Context: an optimization exercise on an open-source flow, tuned for small area. The choices shown serve that exercise and are no tape-out recipe. In this exercise RTL edits were held to simulation tests only and were not proved equivalent to the original. Power and IR drop assume default switching activity.

File: design/flow/config.mk
export PLATFORM = sky130hd
export DESIGN_NAME = axi_gpio
export DESIGN_NICKNAME = axi_gpio
export VERILOG_FILES = /design/flow/design.v
export SDC_FILE = /design/flow/constraint.sdc
export NUM_CORES = 4
export LEC_CHECK = 0
export CAP_MARGIN = 20
export CORE_MARGIN = 2
export CORE_UTILIZATION = 40
export SLEW_MARGIN = 20
File: design/flow/constraint.sdc
create_clock -name core_clock -period 5.0 [get_ports {aclk}]
set_input_delay 1.0000 -clock core_clock [delete_from_list [all_inputs] [get_ports {aclk}]]
set_output_delay 1.0000 -clock core_clock [all_outputs]
set_load 0.01 [all_outputs]
File: design/flow/run.sh
#!/bin/bash
# synth_recipe.tcl (not shown) runs the flow's synth.tcl, then flattens the netlist and writes it again
# the make line also repeats each setting of config.mk as NAME=value (left out here)
make -C /OpenROAD-flow-scripts/flow DESIGN_CONFIG=/design/flow/config.mk WORK_HOME=/design/flow/orfs CLKGATE_MAP_FILE= SYNTH_SCRIPT=/design/flow/synth_recipe.tcl finish
File: design/flow/design.v
module axi_gpio #(
    parameter int N_GPIOS = 32,
    parameter int AXI_ADDR_WIDTH = 12,
    parameter int AXI_DATA_WIDTH = 32
)(
   input aclk,
   input aresetn, 
   input  logic [N_GPIOS-1:0] gpio_in_raw ,
   output logic [N_GPIOS-1:0] gpio_out,
   output logic irq,  
   output logic arready,
   input logic [AXI_ADDR_WIDTH-1:0] araddr,
   input logic arvalid,
   output logic [AXI_DATA_WIDTH-1:0] rdata,
   output logic [1:0] rresp,
   output logic rvalid,
   input logic rready,
   input logic wvalid,
   output logic wready,
   input logic [AXI_DATA_WIDTH-1:0] wdata,
   input logic [AXI_DATA_WIDTH/8-1:0] wstrb,
   input logic bready,
   output logic bvalid,
   output logic [1:0] bresp,
   output logic awready,
   input logic [AXI_ADDR_WIDTH-1:0] awaddr,
   input logic awvalid
);
  localparam logic [31:0] VERSION = 32'h0001_0000;
  localparam int WORD_IDX_W = (AXI_ADDR_WIDTH >= 2) ? (AXI_ADDR_WIDTH-2) : 1;
  localparam logic [WORD_IDX_W-1:0] VERSION_WORD = 'h0B;  
  localparam logic [WORD_IDX_W-1:0] SCRATCH_WORD = 'h0C;  
  localparam logic [WORD_IDX_W-1:0] DIR_WORD       = 'h000;  
  localparam logic [WORD_IDX_W-1:0] OUT_WORD       = 'h001;  
  localparam logic [WORD_IDX_W-1:0] OUT_SET_WORD   = 'h002;  
  localparam logic [WORD_IDX_W-1:0] OUT_CLR_WORD   = 'h003;  
  localparam logic [WORD_IDX_W-1:0] IN_WORD        = 'h004;  
  localparam logic [WORD_IDX_W-1:0] IRQ_MASK_WORD  = 'h005;  
  localparam logic [WORD_IDX_W-1:0] IRQ_STATUS_WORD= 'h006;  
  localparam logic [WORD_IDX_W-1:0] IRQ_CLEAR_WORD = 'h007;  
  localparam logic [WORD_IDX_W-1:0] EDGE_EN_WORD   = 'h008;  
  localparam logic [WORD_IDX_W-1:0] EDGE_POL_WORD  = 'h009;  
  localparam logic [WORD_IDX_W-1:0] LVL_POL_WORD   = 'h00A;  
  localparam logic [WORD_IDX_W-1:0] DEBOUNCE_WORD  = 'h00D;  
  logic [AXI_DATA_WIDTH-1:0] scratch_q;  
  logic [N_GPIOS-1:0] dir_q, out_q;
  logic [N_GPIOS-1:0] in_meta, in_sync;  
  logic [N_GPIOS-1:0] clr_mask, clr_mask_next;
  logic [N_GPIOS-1:0] irq_mask_q, irq_status_q, edge_en_q, edge_pol_q, lvl_pol_q;
  logic [7:0]         debounce_cfg_q;             
  logic [N_GPIOS-1:0] in_db_q, in_db_d;          
  logic [AXI_ADDR_WIDTH-1:0] araddr_q;
  logic [AXI_ADDR_WIDTH-1:0] awaddr_q;
  logic [AXI_DATA_WIDTH-1:0] wdata_q;
  logic [AXI_DATA_WIDTH/8-1:0] wstrb_q;
  logic                  ar_hs;  
  assign ar_hs         = arvalid & arready;
  function automatic logic [AXI_DATA_WIDTH-1:0] apply_wstrb(
    input logic [AXI_DATA_WIDTH-1:0] cur,
    input logic [AXI_DATA_WIDTH-1:0] wdata_i,
    input logic [AXI_DATA_WIDTH/8-1:0] wstrb_i
);
logic [AXI_DATA_WIDTH-1:0] mask;
mask = { {8{wstrb_i[3]}}, {8{wstrb_i[2]}}, {8{wstrb_i[1]}}, {8{wstrb_i[0]}} };
apply_wstrb = (cur & ~mask) | (wdata_i & mask);
  endfunction
function automatic [N_GPIOS-1:0] apply_wstrb_to_gpio(
  input [N_GPIOS-1:0]            prev,
  input [AXI_DATA_WIDTH-1:0]     wdata_i,
  input [AXI_DATA_WIDTH/8-1:0]   wstrb_i
);
  logic [AXI_DATA_WIDTH-1:0] prev_ext, nxt_ext;
  prev_ext                 = '0;
  prev_ext[N_GPIOS-1:0]    = prev;
  nxt_ext                  = apply_wstrb(prev_ext, wdata_i, wstrb_i);
  apply_wstrb_to_gpio = nxt_ext[N_GPIOS-1:0];
endfunction
function automatic [N_GPIOS-1:0] w1_mask_gpio(
  input [AXI_DATA_WIDTH-1:0]     wdata_i,
  input [AXI_DATA_WIDTH/8-1:0]   wstrb_i
);
  logic [AXI_DATA_WIDTH-1:0] strobe_mask;
  logic [AXI_DATA_WIDTH-1:0] masked;
  strobe_mask = '0;
  for (int b = 0; b < AXI_DATA_WIDTH/8; b++)
    strobe_mask[8*b +: 8] = {8{wstrb_i[b]}};
    masked = wdata_i & strobe_mask;
  w1_mask_gpio = masked[N_GPIOS-1:0];
endfunction
always_ff @(posedge aclk or negedge aresetn) begin
  if (!aresetn) begin
    in_meta <= '0;
    in_sync <= '0;
  end else begin
    in_meta <= gpio_in_raw;  
    in_sync <= in_meta;      
  end
end
logic [7:0] db_cnt   [0:N_GPIOS-1];  
always_ff @(posedge aclk or negedge aresetn) begin
  if (!aresetn) begin
    for (int i=0;i<N_GPIOS;i++) begin
      db_cnt[i] <= '0;
    end
    in_db_q <= '0;
  end else begin
    if (debounce_cfg_q == 8'd0) begin
      in_db_q <= in_sync;
      for (int i=0;i<N_GPIOS;i++) db_cnt[i] <= '0;
    end else begin
      for (int i=0;i<N_GPIOS;i++) begin
        if (in_sync[i] == in_db_q[i]) begin
          db_cnt[i] <= '0;  
        end else begin
          db_cnt[i] <= db_cnt[i] + 8'd1;
          if (db_cnt[i] >= debounce_cfg_q) begin
            in_db_q[i] <= in_sync[i];  
            db_cnt[i]  <= '0;
          end
        end
      end
    end
  end
end
always_ff @(posedge aclk or negedge aresetn) begin
  if (!aresetn) in_db_d <= '0;
  else          in_db_d <= in_db_q;
end
wire [N_GPIOS-1:0] rise =  in_db_q & ~in_db_d;
wire [N_GPIOS-1:0] fall = ~in_db_q &  in_db_d;
wire [N_GPIOS-1:0] edge_evt  = ((edge_pol_q & rise) | (~edge_pol_q & fall)) & edge_en_q;
wire [N_GPIOS-1:0] level_evt = (in_db_q    ^ ~lvl_pol_q) & ~edge_en_q;
wire [N_GPIOS-1:0] new_events = edge_evt | level_evt;
always_ff @(posedge aclk or negedge aresetn) begin
  if (!aresetn) begin
    irq_status_q <= '0;
  end else begin
    irq_status_q <= (irq_status_q | new_events) & ~clr_mask;
  end
end
assign irq = |(irq_status_q & irq_mask_q);
    logic aw_hs, w_hs;
    assign aw_hs = awvalid && awready;
    assign w_hs = wvalid && wready;
    always_ff @(posedge aclk or negedge aresetn)begin
        if(!aresetn)begin
            awready <= 1'b1;
            bvalid <= 1'b0;
            bresp <= 2'b00;
            wready <= 1'b1;
            awaddr_q <= '0;
            wdata_q <= '0;
            wstrb_q <= '0;
            scratch_q <= '0;
            irq_mask_q     <= '0;
            edge_en_q      <= '0;             
            edge_pol_q     <= {N_GPIOS{1'b1}};   
            lvl_pol_q      <= {N_GPIOS{1'b1}};   
            debounce_cfg_q <= 8'd0;           
            clr_mask_next <= '0;
            dir_q <= '0;
            out_q <= '0;
        end else begin
            if(awready && awvalid)begin 
                awready <= 1'b0;     
                awaddr_q <= awaddr;  
            end
            if(wready && wvalid) begin
                wready <= 1'b0;
                wdata_q <= wdata;
                wstrb_q <= wstrb;
            end
            clr_mask_next <= '0;
            if (!bvalid && !awready && !wready)begin  
                unique case (awaddr_q[AXI_ADDR_WIDTH-1:2])
                    DIR_WORD: dir_q <= apply_wstrb_to_gpio(dir_q,wdata_q,wstrb_q);
                    OUT_WORD: out_q <= apply_wstrb_to_gpio(out_q,wdata_q,wstrb_q);
                    OUT_SET_WORD: begin  
                        out_q <= out_q | w1_mask_gpio(wdata_q, wstrb_q);
                    end
                    OUT_CLR_WORD: begin  
                        out_q <= out_q & ~w1_mask_gpio(wdata_q, wstrb_q);
                    end
                    SCRATCH_WORD: scratch_q <= apply_wstrb(scratch_q, wdata_q, wstrb_q);
                    IRQ_MASK_WORD:  irq_mask_q  <= apply_wstrb_to_gpio(irq_mask_q,  wdata_q, wstrb_q);
                    EDGE_EN_WORD:   edge_en_q   <= apply_wstrb_to_gpio(edge_en_q,   wdata_q, wstrb_q);
                    EDGE_POL_WORD:  edge_pol_q  <= apply_wstrb_to_gpio(edge_pol_q,  wdata_q, wstrb_q);
                    LVL_POL_WORD:   lvl_pol_q   <= apply_wstrb_to_gpio(lvl_pol_q,   wdata_q, wstrb_q);
                    IRQ_CLEAR_WORD: begin
                      clr_mask_next <= w1_mask_gpio(wdata_q, wstrb_q);
                    end
                     DEBOUNCE_WORD: begin
                        if (wstrb_q[0]) debounce_cfg_q <= wdata_q[7:0];
                      end
                    default: ;
                endcase       
                bvalid <= 1'b1;
                bresp <= 2'b00;  
        end
            if(bvalid && bready)begin
                bvalid <= 1'b0;
                awready <= 1'b1;
                wready <= 1'b1;
        end
        end
    end
always_ff @(posedge aclk or negedge aresetn) begin
  if (!aresetn) clr_mask <= '0;
  else          clr_mask <= clr_mask_next;
end
  always_ff @(posedge aclk or negedge aresetn)begin
    if(!aresetn) begin
        arready <= 1'b1;
        rvalid <= 1'b0;
        rdata <= '0;
        rresp <= 2'b00;  
    end
    else begin
        if(arready && arvalid) begin
            araddr_q <= araddr;
            arready <= 1'b0;
            rvalid <= 1'b1;
            unique case (araddr[AXI_ADDR_WIDTH-1:2])
                DIR_WORD:      rdata <= {{(AXI_DATA_WIDTH-N_GPIOS){1'b0}}, dir_q};  
                OUT_WORD:      rdata <= {{(AXI_DATA_WIDTH-N_GPIOS){1'b0}}, out_q};
                OUT_SET_WORD:  rdata <= {{(AXI_DATA_WIDTH-N_GPIOS){1'b0}}, out_q};  
                OUT_CLR_WORD:  rdata <= {{(AXI_DATA_WIDTH-N_GPIOS){1'b0}}, out_q};  
                IN_WORD:         rdata <= {{(AXI_DATA_WIDTH-N_GPIOS){1'b0}}, in_db_q};  
                IRQ_MASK_WORD:   rdata <= {{(AXI_DATA_WIDTH-N_GPIOS){1'b0}}, irq_mask_q};
                IRQ_STATUS_WORD: rdata <= {{(AXI_DATA_WIDTH-N_GPIOS){1'b0}}, irq_status_q};
                EDGE_EN_WORD:    rdata <= {{(AXI_DATA_WIDTH-N_GPIOS){1'b0}}, edge_en_q};
                EDGE_POL_WORD:   rdata <= {{(AXI_DATA_WIDTH-N_GPIOS){1'b0}}, edge_pol_q};
                LVL_POL_WORD:    rdata <= {{(AXI_DATA_WIDTH-N_GPIOS){1'b0}}, lvl_pol_q};
                DEBOUNCE_WORD:   rdata <= {{(AXI_DATA_WIDTH-8){1'b0}}, debounce_cfg_q};
                VERSION_WORD: rdata <= VERSION;  
                SCRATCH_WORD: rdata <= scratch_q;
                default: rdata <='0;
            endcase
            rresp <= 2'b00;
        end
        if(rvalid && rready)begin
            rvalid <= 1'b0;
            arready <= 1'b1;
        end
        end
    end
    assign gpio_out = out_q & dir_q;
endmodule
==> results.txt <==
## power by group through the flow
| stage | sequential, uW | combinational [uW] | clock (uW) |
|---|---|---|---|
| 3_3_place_gp | 7720 | 1580 | 0 |
| 3_5_place_dp | 7720 | 1600 | 0 |
| 5_1_grt | 7700 | 1770 | 7250 |
| 4_1_cts | 7610 | 1610 | 6990 |
| 2_1_floorplan | 7130 | 1290 | 0 |
| 6_report | 7630 | 1600 | 6840 |
## how the worst max path moves through the flow
stage	startpoint	end	slack, ns	cells past startpoint
finish	irq_status_q[9]	irq	1.17	4
global route	irq_status_q[9]	irq	1.09	4
floorplan	araddr[7]	rdata[19]	2.41	6
global placement	araddr[7]	rdata[17]	1.27	7
CTS	irq_status_q[9]	irq	1.18	4
detailed placement	araddr[7]	rdata[17]	1.23	7
## per-stage QoR
step / hold WS (ns) / instance area (um^2) / worst slack [ns] / cells / total power, uW
after floorplan: 0.331 / 39400 / 2.41 / 3540 / 8410
after global placement: 0.332 / 42600 / 1.27 / 4914 / 9300
after detailed placement: 0.335 / 42600 / 1.23 / 4915 / 9330
after CTS: 0.347 / 45700 / 1.18 / 5081 / 16200
after global routing: 0.353 / 45700 / 1.09 / 5082 / 16700
final: 0.344 / 45700 / 1.17 / 5083 / 16100
## final cells by class
cell class / count / area (um^2) / area share
antenna: 2 / 5.00 / 0.000110
clock buffer: 128 / 2680 / 0.0586
clock inverter: 38 / 422 / 0.00923
inverter: 101 / 379 / 0.00830
multi-input combinational: 2529 / 18600 / 0.407
sequential: 795 / 20000 / 0.438
tap: 1287 / 1610 / 0.0353
timing repair buffer: 203 / 2020 / 0.0442
## per-layer routing
layer | global-route usage | up-vias | part of all wire
li1 | - | 12969 | -
met1 | 0.314 | 14026 | 0.46
met2 | 0.347 | 740 | 0.45
met3 | 0.0281 | 184 | 0.053
met4 | 0.0754 | 2 | 0.031
met5 | 0 | - | 0.00012
## worst max-delay path, delay by kind of cell, from the launching register on
| kind | cells | cell delay [ns] |
|---|---|---|
| buffers and inverters | 1 | 0.54 |
| AND/OR/NAND/NOR | 2 | 0.77 |
| AO/OA/AOI/OAI | 1 | 0.44 |
| flip-flops | 1 | 0.43 |
## layout by cell type (no fill, tap or decap), types with 68 or more instances in the layout
cell type / netlist / routed
nor3_1: 71 / 68
and3_1: 131 / 131
ha_1: 288 / 288
xor2_1: 191 / 191
dfrtp_1: 728 / 727
nand3_1: 160 / 160
o21ai_0: 139 / 139
nand2_1: 138 / 136
clkdlybuf4s50_1: 0 / 159
mux2_2: 277 / 277
a21oi_1: 102 / 102
nor2_1: 384 / 382
nand4_1: 74 / 74
inv_1: 101 / 94
clkbuf_16: 0 / 90
## cells by family (layout without fill, tap and decap cells)
logic type | count (synthesis) | in the layout | share of synthesized area
AOI/OAI and AO/OA | 492 | 492 | 0.0805
and+or+nand+nor | 1145 | 1145 | 0.144
xor gates and xnor gates | 250 | 250 | 0.0556
other | 1 | 6 | 0.0000953
muxes | 350 | 350 | 0.0981
DFF | 795 | 795 | 0.508
buffers and inverters | 216 | 470 | 0.0223
adders and majority gates | 288 | 288 | 0.0916
==> flow_metrics.env <==
export IMPL_status="timing/DRC/antenna clean"
export IMPL_core_area_um2=98000
export IMPL_p_leak_uw=0.0206
export IMPL_drt_pass1_iter_count=5
export IMPL_utilization=0.466
export IMPL_whs_path_depth=0
export IMPL_max_stage_delay_ns=0.63
export IMPL_path_cells="a22oi_1 > nand4_1 > or4_1 > clkdlybuf4s50_1"
export IMPL_clockRootBuffer="clkbuf_16"
export IMPL_hold_end="in_sync[15]"
export IMPL_endpoint_kind="output pin"
export IMPL_synthCells=3537
export IMPL_grt_pass1_vias=27409
export IMPL_fin_skew_ns=0.0379
export IMPL_nets=4106
export IMPL_cts_tree="built"
export IMPL_yosysMostFrequentCell="dfrtp_1"
export IMPL_die_height_um=318
export IMPL_grt_use_total=0.220
export IMPL_cp_max_fo=3
export IMPL_netlist_top_cell_by_area="dfrtp_1"
export IMPL_crit_required_ns=4.00
export IMPL_synth_edf_count=0
export IMPL_routed_via_density=5.49
export IMPL_hold_path_class="flop to flop"
export IMPL_hp_start="in_meta[15]"
export IMPL_cts_resized=0
export IMPL_nFillCells=8983
export IMPL_fin_setup_tns_ns=0
export IMPL_drv_slew=0
export IMPL_grt_start_max_net_pins=113
export IMPL_rr_startpoint="awaddr_q[11]"
export IMPL_antenna_left=0
export IMPL_period_needed_ns=3.83
export IMPL_p_comb_frac=0.099
export IMPL_wl_per_cell_um=21.9
export IMPL_postCtsSetupBuffers=0
export IMPL_io_pins=173
export IMPL_grt_ovfl_total=0
export IMPL_p_seq_frac=0.475
export IMPL_synth_async_reset_ratio=1.00
export IMPL_drt_iter0_drc=2066
export IMPL_internal_power_uw=11600
export IMPL_finalHoldViolations=0
export IMPL_r2r_slack_ns=1.92
export IMPL_drc=0
export IMPL_numCtsBuffers=89
export IMPL_drive_above_1_share=0.154
export IMPL_switching_share=0.278
export IMPL_clkPwrFrac=0.425
export IMPL_syn_area_um2=39400
export IMPL_slew_headroom=0.227
export IMPL_ir_drop_uv=285
export IMPL_ys_top_cells_by_count="dfrtp_1, nor2_1, ha_1"
export IMPL_switchingPower_uw=4470
export IMPL_yosys_top_cells_area="dfrtp_1, ha_1, mux2_2"
export IMPL_grt_pass1_wl_um=171000
export IMPL_worst_pin_slew_ns=1.16
export IMPL_cts_sinks=795
export IMPL_die_x_um=318
export IMPL_gp_congestion=0.868
export IMPL_dpl_hpwl_um=76100
export IMPL_cp_data_arrival_time_ns=2.83
export IMPL_cts_max_level=3
export IMPL_antenna_found_initial=4
export IMPL_wirelength_um=111000
export IMPL_floorplan_initialDensity=0.402
export IMPL_cts_hold_buf=0
export IMPL_cts_clk_slew_worst_paths_ns=0.06
export IMPL_rsz0062_at_grt="false"
export IMPL_dieArea_um2=101000
export IMPL_synth_avg_cell_area_um2=11.1
export IMPL_vias=27921
export IMPL_io_buffers=164
export IMPL_clk_latency_ns=0.67
export IMPL_final_period_utilization=0.765
export IMPL_yosysTopAreaCellShare=0.463
export IMPL_cp_start_kind="flop"
export IMPL_ys_types=62
export IMPL_cts_buffer_depth=3
export IMPL_r2r_end="out_q[2]"
export IMPL_setup_violations_final=0
export IMPL_power_density_nw_per_um2=352
export IMPL_cp_slowest_cell="or4_1"
export IMPL_drv_cap=0
export IMPL_ys_seq_area_frac=0.508
export IMPL_ys_flop_type="dfrtp_1"
export IMPL_syn2layout_area_growth_pct=16.0
export IMPL_yosys_register_bits=795
export IMPL_max_freq_ghz=0.261
export IMPL_setup_worst_path_class="flop to output pin"
export IMPL_yosysWarnings=2
export IMPL_r2r_cells=6
export IMPL_fp_row_count=115

## re-timing with driven ports
The flow's constraints put no driver on any port. The routed layout listed below was extracted and timed again, unchanged, in two steps.
Step 1: set_driving_cell puts a clkbuf_16 on aclk and a buf_2 on each other input, an assumption about the parent block.
Step 2 times the ports against the registers' clock, not the clock port: input delays grow and output delays shrink by t, the midpoint of the rising clock arrivals with the driver on.
a / b / c = ideal / step 1 / step 2; a / b = the first two.
shift t [ns]: 0.719
slack for setup (ns): 1.174 / 1.108 / 1.138
hold slack, ns: 0.344 / 0.344 / 0.344
worst setup path at the end: input to register
pins driven straight from the clock port: 1
After both steps this run still meets setup and hold. The setup slack of this run moves by -0.066 ns with the drivers and by -0.036 ns with both steps.
